This is an optimization exercise on Yosys and OpenROAD, whose aim is small area and a short achievable clock period, not a production implementation. The RTL was checked by simulation tests, not by an equivalence proof against the original design. Power is estimated from default activity; no workload was simulated.

==> inputs of run a <==
==> flow/design.v <==
module kv_nor2 (input wire a, input wire b, output wire y);
    assign y = !(a | b);
endmodule
module kv_nand2 (input wire a, input wire b, output wire y);
    assign y = !(a & b);
endmodule
module kv_nor4 (input wire a, input wire b, input wire c, input wire d, output wire y);
    assign y = !(a | b | c | d);
endmodule
module kv_nand4 (input wire a, input wire b, input wire c, input wire d, output wire y);
    assign y = !(a & b & c & d);
endmodule
module kv_slot_match (
    input wire [15:0] key_in,
    input wire [15:0] key,
    input wire free,
    output wire match
);
    assign match = !free && (key == key_in);
endmodule
module kv_sel_oct (
    input wire [7:0] match,
    input wire [7:0] bits,
    output wire out
);
    assign out = |(match & bits);
endmodule
module kv_sel_bit (
    input wire [31:0] match,
    input wire [31:0] bits,
    output wire out
);
    wire [3:0] oct;        
    wire [1:0] half_n;     
    genvar n;
    generate
        for (n = 0; n < 4; n = n + 1) begin : o
            kv_sel_oct u_oct (.match(match[8*n+7:8*n]), .bits(bits[8*n+7:8*n]), .out(oct[n]));
        end
        for (n = 0; n < 2; n = n + 1) begin : h
            kv_nor2 u_nor (.a(oct[2*n]), .b(oct[2*n+1]), .y(half_n[n]));
        end
    endgenerate
    kv_nand2 u_out (.a(half_n[0]), .b(half_n[1]), .y(out));
endmodule
module kv_miss (
    input wire [31:0] match,
    output wire miss
);
    wire [7:0] none4;
    wire [1:0] any16;
    genvar n;
    generate
        for (n = 0; n < 8; n = n + 1) begin : q
            kv_nor4 u_nor (.a(match[4*n]), .b(match[4*n+1]), .c(match[4*n+2]), .d(match[4*n+3]), .y(none4[n]));
        end
        for (n = 0; n < 2; n = n + 1) begin : h
            kv_nand4 u_nand (.a(none4[4*n]), .b(none4[4*n+1]), .c(none4[4*n+2]), .d(none4[4*n+3]), .y(any16[n]));
        end
    endgenerate
    kv_nor2 u_out (.a(any16[0]), .b(any16[1]), .y(miss));
endmodule
module map_data_structure #(
    parameter KEY_WIDTH = 16,
    parameter VALUE_WIDTH = 16,
    parameter MAP_SIZE = 32
)(
    input wire clk,
    input wire reset,
    input wire [KEY_WIDTH-1:0] key_in,
    input wire [VALUE_WIDTH-1:0] value_in,
    input wire [1:0] op,  
    input wire valid_in,
    output wire ready_out,
    output wire [VALUE_WIDTH-1:0] value_out,
    output wire valid_out,
    input wire ready_in
);
    localparam NOP = 2'b00,
               INSERT = 2'b01,
               DELETE = 2'b10,
               LOOKUP = 2'b11;
    reg [KEY_WIDTH-1:0] keys [0:MAP_SIZE-1];
    reg [VALUE_WIDTH-1:0] values [0:MAP_SIZE-1];
    reg [MAP_SIZE-1:0] free;
    wire [MAP_SIZE-1:0] match;
    genvar g, b;
    generate
        for (g = 0; g < MAP_SIZE; g = g + 1) begin : m
            kv_slot_match u_match (
                .key_in(key_in), .key(keys[g]), .free(free[g]), .match(match[g])
            );
        end
        for (b = 0; b < VALUE_WIDTH; b = b + 1) begin : s
            wire [MAP_SIZE-1:0] column;
            for (g = 0; g < MAP_SIZE; g = g + 1) begin : c
                assign column[g] = values[g][b];
            end
            kv_sel_bit u_sel (.match(match), .bits(column), .out(value_out[b]));
        end
    endgenerate
    wire miss;
    kv_miss u_miss (.match(match), .miss(miss));
    wire hit = !miss;
    reg [MAP_SIZE-1:0] first_free;
    reg seen;
    integer i;
    always @(*) begin
        seen = 1'b0;
        for (i = 0; i < MAP_SIZE; i = i + 1) begin
            first_free[i] = free[i] && !seen;
            seen = seen | free[i];
        end
    end
    wire do_insert = (op == INSERT) && valid_in && ready_out;
    wire do_delete = (op == DELETE) && valid_in;
    always @(posedge clk) begin
        if (reset)
            free <= {MAP_SIZE{1'b1}};
        else
            free <= (free | (match & {MAP_SIZE{do_insert | do_delete}}))
                  & ~(first_free & {MAP_SIZE{do_insert}});
    end
    always @(posedge clk) begin
        for (i = 0; i < MAP_SIZE; i = i + 1)
            if (free[i]) begin
                keys[i] <= key_in;
                values[i] <= value_in;
            end
    end
    assign valid_out = (op == LOOKUP) && hit;
    assign ready_out = |free;
endmodule
==> flow/run.sh <==
#!/bin/bash
# synth_recipe.tcl (not shown) runs the flow's synth.tcl, then flattens the netlist and writes it again
# the make line also repeats each setting of config.mk as NAME=value (left out here)
make -C /OpenROAD-flow-scripts/flow DESIGN_CONFIG=/design/flow/config.mk WORK_HOME=/design/flow/orfs CLKGATE_MAP_FILE= SYNTH_SCRIPT=/design/flow/synth_recipe.tcl finish
==> flow/config.mk <==
export PLATFORM = sky130hd
export DESIGN_NAME = map_data_structure
export DESIGN_NICKNAME = map_data_structure
export VERILOG_FILES = /design/flow/design.v
export SDC_FILE = /design/flow/constraint.sdc
export NUM_CORES = 4
export LEC_CHECK = 0
export CAP_MARGIN = 20
export CORE_MARGIN = 2
export CORE_UTILIZATION = 60
export CTS_BUF_LIST = sky130_fd_sc_hd__clkbuf_16
export CTS_CLUSTER_DIAMETER = 100
export CTS_CLUSTER_SIZE = 30
export PLACE_DENSITY = 0.72
export SETUP_SLACK_MARGIN = 4
export SLEW_MARGIN = 20
export SYNTH_HIERARCHICAL = 1
export SYNTH_MINIMUM_KEEP_SIZE = 0
==> flow/constraint.sdc <==
create_clock -name core_clock -period 10.0 [get_ports {clk}]
set_input_delay 2.0000 -clock core_clock [delete_from_list [all_inputs] [get_ports {clk}]]
set_output_delay 2.0000 -clock core_clock [all_outputs]
set_load 0.01 [all_outputs]
==> inputs of run b, as changes to run a <==
--- a/flow/config.mk
+++ b/flow/config.mk
@@ -7,12 +7,11 @@
 export LEC_CHECK = 0
 export CAP_MARGIN = 20
 export CORE_MARGIN = 2
-export CORE_UTILIZATION = 60
+export CORE_UTILIZATION = 68
 export CTS_BUF_LIST = sky130_fd_sc_hd__clkbuf_16
 export CTS_CLUSTER_DIAMETER = 100
 export CTS_CLUSTER_SIZE = 30
-export PLACE_DENSITY = 0.72
-export SETUP_SLACK_MARGIN = 4
+export SETUP_SLACK_MARGIN = 4.25
 export SLEW_MARGIN = 20
 export SYNTH_HIERARCHICAL = 1
 export SYNTH_MINIMUM_KEEP_SIZE = 0
==> run summary <==
Status: run a timing/DRC/antenna clean; run b timing/DRC/antenna clean
Critical path origin: run a key_in[15]; run b key_in[0]
Area growth from synthesis to layout: run a 16.95%; run b 19.27%
CTS clock-pin slew for the worst setup and hold paths: run a 110 ps; run b 100 ps
Clock group total power: run a 0.00206 W; run b 0.00207 W
Number of cells upsized or downsized after cts: run a 285; run b 355
Overall power of the completed layout: run a 0.007697 W; run b 0.007745 W
Multi-input gate area in the final layout: run a 9831 µm²; run b 9952 µm²
Reg area: run a 31430 µm²; run b 31430 µm²
Full die area: run a 70050 µm²; run b 61930 µm²
Count of non-filler cells in the finished layout: run a 3558; run b 3511
Power density over cell area: run a 161.4 nW/µm²; run b 159.3 nW/µm²
Critical path arrival: run a 4430 ps; run b 4350 ps
Pre-CTS setup slack: run a 2339 ps; run b 2109 ps
Met1 Use GR: run a 41.72%; run b 48.23%
Slew at the pin closest to its max-slew limit: run a 1166 ps; run b 1148 ps
Clock latency reported for the late side of the worst-skew pair: run a 620 ps; run b 640 ps
Switching component of the power: run a 0.001621 W; run b 0.001651 W
Per-cell via count in the routed design: run a 6.565; run b 6.851
Sequential cell fraction of total power: run a 66.9%; run b 66.5%
WL met1: run a 40780 µm; run b 39980 µm
Hold Crit Start: run a free[21]$_SDFF_PP1_; run b free[2]$_SDFF_PP1_
Delay of the slowest cell on the worst path: run a 320 ps; run b 380 ps

re-timing with driven ports:
No port has a modelled driver above. Below, the same layouts with a new extraction and two added sets of constraints.
Step 1, drivers: a clkbuf_16 drives clk and a buf_2 each remaining input, both assumed.
Step 2 adds t to the input delays and takes it off the output delays; t is the mean of the earliest and latest rising clock arrival at the registers after step 1. Input paths then give back, and output paths get back, about the clock's delay inside the block.
Slacks: no drivers / after step 1 / after step 2; pairs: no drivers / after step 1.
run	shift t [ns]	setup slack, ns	worst setup path after step 2	clock arrival spread, ns	worst slew at a driven data input, ns
run a	0.674	3.575 / 3.402 / 3.402	input to output	0.030 / 0.029	0.33
run b	0.682	3.654 / 3.515 / 3.515	input to output	0.042 / 0.041	0.32
After both steps every run listed still meets setup and hold. For run a, which loses most, drivers alone change the setup slack by -0.173 ns; drivers and shift together by -0.173 ns.
